From an optimization exercise on the open Yosys and OpenROAD flow, aimed at small area, a short achievable clock period and few clock cycles per item; shortcuts taken in it are not production practice.
The RTL was checked by simulation tests, not by an equivalence proof against the original design.

// bitcoin_hash
module bitcoin_hash(input logic        clk, reset_n, start,
                    input logic [15:0] message_addr, output_addr,
                   output logic        done, mem_we,
                   output logic [15:0] mem_addr,
                   output logic [31:0] mem_write_data,
                    input logic [31:0] mem_read_data);
For scale: roughly 7300 cells after synthesis, about 1100 flip-flops, about 120 I/O pins, ~53000 sq um of cells after synthesis.
export LEC_CHECK = 0
export ABC_AREA = 1
export CAP_MARGIN = 20
export CORE_MARGIN = 2
export CORE_UTILIZATION = 50
export SETUP_SLACK_MARGIN = 5
export SLEW_MARGIN = 20
create_clock -name core_clock -period 10.0 [get_ports {clk}]
standard.sh (not shown) runs the stock make flow with config.mk's settings and CLKGATE_MAP_FILE= SYNTH_SCRIPT=/design/flow/synth_recipe.tcl, a recipe that flattens the netlist after the stock synthesis.
==> flow/flow/run.sh <==
#!/bin/bash
set -euo pipefail
sed 's/"\${@:-finish}"/ADDER_MAP_FILE= "${@:-finish}"/' standard.sh > standard_nofa.sh
sed 's/"\${@:-finish}"/ADDER_MAP_FILE= SETUP_SLACK_MARGIN=6.4 "${@:-finish}"/' standard.sh > standard_margin.sh
grep -q 'ADDER_MAP_FILE= ' standard_nofa.sh
grep -q 'SETUP_SLACK_MARGIN=6.4 ' standard_margin.sh
bash standard_nofa.sh synth > synth.log 2>&1
bash standard_margin.sh finish > layout.log 2>&1
Testbench counts at the start, summed over its fixed seeds: cycles 93,080, hashes 640.
Change:
==> flow/flow/run.sh (replaced) <==
#!/bin/bash
# Layout with the standard flow (standard.sh), with these changes:
#  - synthesis skips the full-adder extraction (ADDER_MAP_FILE empty), so the
#    carry-save adders of the SHA-256 round map to faster XOR/majority logic;
#    synthesis script, passes, flattening and renaming are otherwise standard;
#  - optionally, ports are buffered with buf_2 cells.
set -euo pipefail
EXTRA="ADDER_MAP_FILE= SETUP_SLACK_MARGIN=6.4 'BUFFER_PORTS_ARGS=-buffer_cell sky130_fd_sc_hd__buf_2'"
sed "s|\"\${@:-finish}\"|$EXTRA \"\${@:-finish}\"|" standard.sh > standard_own.sh
grep -q 'SETUP_SLACK_MARGIN=6.4' standard_own.sh
bash standard_own.sh synth > synth.log 2>&1
bash standard_own.sh finish > layout.log 2>&1
--- a/flow/config.mk
+++ b/flow/config.mk
@@ -11,2 +11,4 @@
 export CORE_UTILIZATION = 50
+export CTS_CLUSTER_DIAMETER = 100
+export CTS_CLUSTER_SIZE = 20
 export SETUP_SLACK_MARGIN = 5
The new run completed without violations. Global-route usage came out higher by 0.23 points. Via count came out lower by about 1.4%. Routed wire length stays flat. Clock-buffer cell count came out lower by 83. Cell area came out lower by 4.6%. Sequential share of layout area came out higher by 1.8 points. Maximum frequency came out lower by 2.2%.
Change:
==> flow/flow/run.sh (replaced) <==
#!/bin/bash
set -euo pipefail
sed 's/"\${@:-finish}"/ADDER_MAP_FILE= "${@:-finish}"/' standard.sh > standard_nofa.sh
sed 's/"\${@:-finish}"/ADDER_MAP_FILE= SETUP_SLACK_MARGIN=6.4 "${@:-finish}"/' standard.sh > standard_margin.sh
grep -q 'ADDER_MAP_FILE= ' standard_nofa.sh
grep -q 'SETUP_SLACK_MARGIN=6.4 ' standard_margin.sh
bash standard_nofa.sh synth > synth.log 2>&1
bash standard_margin.sh finish > layout.log 2>&1
--- a/flow/config.mk
+++ b/flow/config.mk
@@ -11,4 +11,4 @@
 export CORE_UTILIZATION = 50
-export CTS_CLUSTER_DIAMETER = 100
-export CTS_CLUSTER_SIZE = 20
+export CTS_CLUSTER_DIAMETER = 70
+export CTS_CLUSTER_SIZE = 25
 export SETUP_SLACK_MARGIN = 5
The new run finished clean.
Via count goes up slightly.
Utilization goes up by 1.6 points.
Worst setup slack improved by 0.049 ns.
Final area goes up by a few percent.
Clock skew hardly moves.
Sequential cell count does not change.
Change:
--- a/flow/config.mk
+++ b/flow/config.mk
@@ -11,4 +11,4 @@
 export CORE_UTILIZATION = 50
-export CTS_CLUSTER_DIAMETER = 70
-export CTS_CLUSTER_SIZE = 25
+export CTS_CLUSTER_DIAMETER = 100
+export CTS_CLUSTER_SIZE = 20
 export SETUP_SLACK_MARGIN = 5
Result:
- The changed run passed the timing, DRC and antenna checks
- final area drops slightly
- worst setup slack gains 0.0048 ns
- via count drops slightly
- critical path depth drops by 1
- die area is unchanged
- global-route usage drops by 0.17 points

Another version of the RTL of bitcoin_hash (not shown whole).
Size: about 1100 flip-flops, about 120 I/O pins, ~53000 um2 of cells after synthesis.
clock: 10.0 ns
lec_check: 0
abc_area: 1
cap_margin: 20
core_margin: 2
core_utilization: 50
cts_cluster_diameter: 100
cts_cluster_size: 20
setup_slack_margin: 5
slew_margin: 20
==> flow/flow/run.sh <==
#!/bin/bash
# Layout with the standard flow (standard.sh), with these changes:
#  - synthesis skips the full-adder extraction (ADDER_MAP_FILE empty), so the
#    carry-save adders of the SHA-256 round map to faster XOR/majority logic;
#    synthesis script, passes, flattening and renaming are otherwise standard;
#  - optionally, ports are buffered with buf_2 cells.
set -euo pipefail
EXTRA="ADDER_MAP_FILE= SETUP_SLACK_MARGIN=6.4 'BUFFER_PORTS_ARGS=-buffer_cell sky130_fd_sc_hd__buf_2'"
sed "s|\"\${@:-finish}\"|$EXTRA \"\${@:-finish}\"|" standard.sh > standard_own.sh
grep -q 'SETUP_SLACK_MARGIN=6.4' standard_own.sh
bash standard_own.sh synth > synth.log 2>&1
bash standard_own.sh finish > layout.log 2>&1
The starting point produced a clean layout.
Testbench counts at the start, summed over its fixed seeds: cycles 90,360, hashes 640.
Next try:
--- a/flow/flow/run.sh
+++ b/flow/flow/run.sh
@@ -8 +8 @@
-EXTRA="ADDER_MAP_FILE= SETUP_SLACK_MARGIN=6.4 'BUFFER_PORTS_ARGS=-buffer_cell sky130_fd_sc_hd__buf_2'"
+EXTRA="ADDER_MAP_FILE= SETUP_SLACK_MARGIN=6.5 'BUFFER_PORTS_ARGS=-buffer_cell sky130_fd_sc_hd__buf_2'"
@@ -10 +10 @@
-grep -q 'SETUP_SLACK_MARGIN=6.4' standard_own.sh
+grep -q 'SETUP_SLACK_MARGIN=6.5' standard_own.sh
--- a/flow/config.mk
+++ b/flow/config.mk
@@ -11 +11 @@
-export CORE_UTILIZATION = 50
+export CORE_UTILIZATION = 30
What happened: Register-to-register slack gains 0.13 ns. Global-route usage shrinks by 13 points. Design area rises by 6.0%. Setup slack improves by 0.13 ns. Hold slack barely changes. Maximum frequency rose by about 3.6%. Via count increases by about 1.2%. Final cell count goes up by about 11%.
Next try:
==> flow/flow/run.sh (replaced) <==
#!/bin/bash
# Layout with the standard flow (standard.sh), with these changes:
#  - synthesis skips the full-adder extraction (ADDER_MAP_FILE empty) and maps
#    with the ABC script flow/abc_map.script (through a copy of the ORFS
#    scripts folder); synthesis passes, flattening and renaming are otherwise
#    the standard ones;
#  - ports are buffered with buf_2 cells.
set -euo pipefail
rm -rf orfs_scripts
cp -r "$FLOW_HOME/scripts" orfs_scripts
cp flow/abc_map.script orfs_scripts/abc_area.script
EXTRA="ADDER_MAP_FILE= SETUP_SLACK_MARGIN=6.4 'BUFFER_PORTS_ARGS=-buffer_cell sky130_fd_sc_hd__buf_2'"
sed "s|\"\${@:-finish}\"|$EXTRA \"\${@:-finish}\"|" standard.sh > standard_own.sh
sed "s|\"\${@:-finish}\"|SCRIPTS_DIR=$PWD/orfs_scripts $EXTRA \"\${@:-finish}\"|" standard.sh > standard_synth.sh
grep -q 'SETUP_SLACK_MARGIN=6.4' standard_own.sh
grep -q 'SCRIPTS_DIR=' standard_synth.sh
bash standard_synth.sh synth > synth.log 2>&1
bash standard_own.sh finish > layout.log 2>&1
==> flow/flow/abc_map.script (new file) <==
strash; dch; amap; topo; stime -c; buffer -c; upsize -c; dnsize -c
--- a/flow/config.mk
+++ b/flow/config.mk
@@ -11 +11 @@
-export CORE_UTILIZATION = 30
+export CORE_UTILIZATION = 50
Effect: Final area shrinks by 4.4%. Non-clock buffer count grows by 303. Wire length shrinks by about 4.6%. Critical path depth grows by 19. Worst hold slack gets worse by 0.019 ns. Via count shrinks by 3.8%. Register-to-register slack gets worse by 2.0 ns.
Next try:
==> flow/flow/abc_map.script (replaced) <==
strash; dch; map -a; topo; stime -c; buffer -c; upsize -c; dnsize -c
The changed run produced a clean layout.
Wire length falls by 3.5%.
Final area rises by about 0.7%.
Global-route usage is lower by 3.0 points.

-- afterwards: timing with drivers on the ports --
Ports are ideal in the flow. The routed layouts listed here were re-timed in OpenROAD.
Step 1 (the two cells are an assumption about what drives the block):
set clk [get_ports {clk}]
set_driving_cell -lib_cell sky130_fd_sc_hd__clkbuf_16 $clk
set_driving_cell -lib_cell sky130_fd_sc_hd__buf_2 [delete_from_list [all_inputs] $clk]
Step 2 also shifts input and output timing later by t, the mid clock arrival at the registers, as if the neighbouring blocks saw the same clock.
a / b / c = ideal ports / drivers / drivers and shift; a / b = the first two.
| run | t, ns | setup slack, ns | hold slack, ns | worst setup path after step 2 |
|---|---|---|---|---|
| the first run of note 1 | 0.789 | 6.399 / 6.394 / 6.181 | 0.311 / 0.311 / 0.311 | input to register |
| the second run of note 1 | 0.732 | 6.318 / 6.318 / 6.318 | 0.320 / 0.320 / 0.320 | register to register |
| the third run of note 1 | 0.737 | 6.367 / 6.367 / 6.180 | 0.316 / 0.316 / 0.316 | input to register |
| the fourth run of note 1 | 0.730 | 6.371 / 6.371 / 6.130 | 0.315 / 0.315 / 0.315 | input to register |
| the first run of note 2 | 0.746 | 6.346 / 6.346 / 6.346 | 0.301 / 0.301 / 0.301 | register to register |
| the second run of note 2 | 0.743 | 6.471 / 6.471 / 6.471 | 0.301 / 0.301 / 0.301 | register to register |
| the third run of note 2 | 0.742 | 4.473 / 4.473 / 4.473 | 0.283 / 0.283 / 0.283 | register to register |
| the fourth run of note 2 | 0.750 | 5.363 / 5.363 / 5.363 | 0.318 / 0.318 / 0.318 | register to register |
After both steps every run listed still meets setup and hold. The setup slack of the fourth run of note 1, which loses most, moves by 0.000 ns with the drivers and by -0.241 ns with both steps.
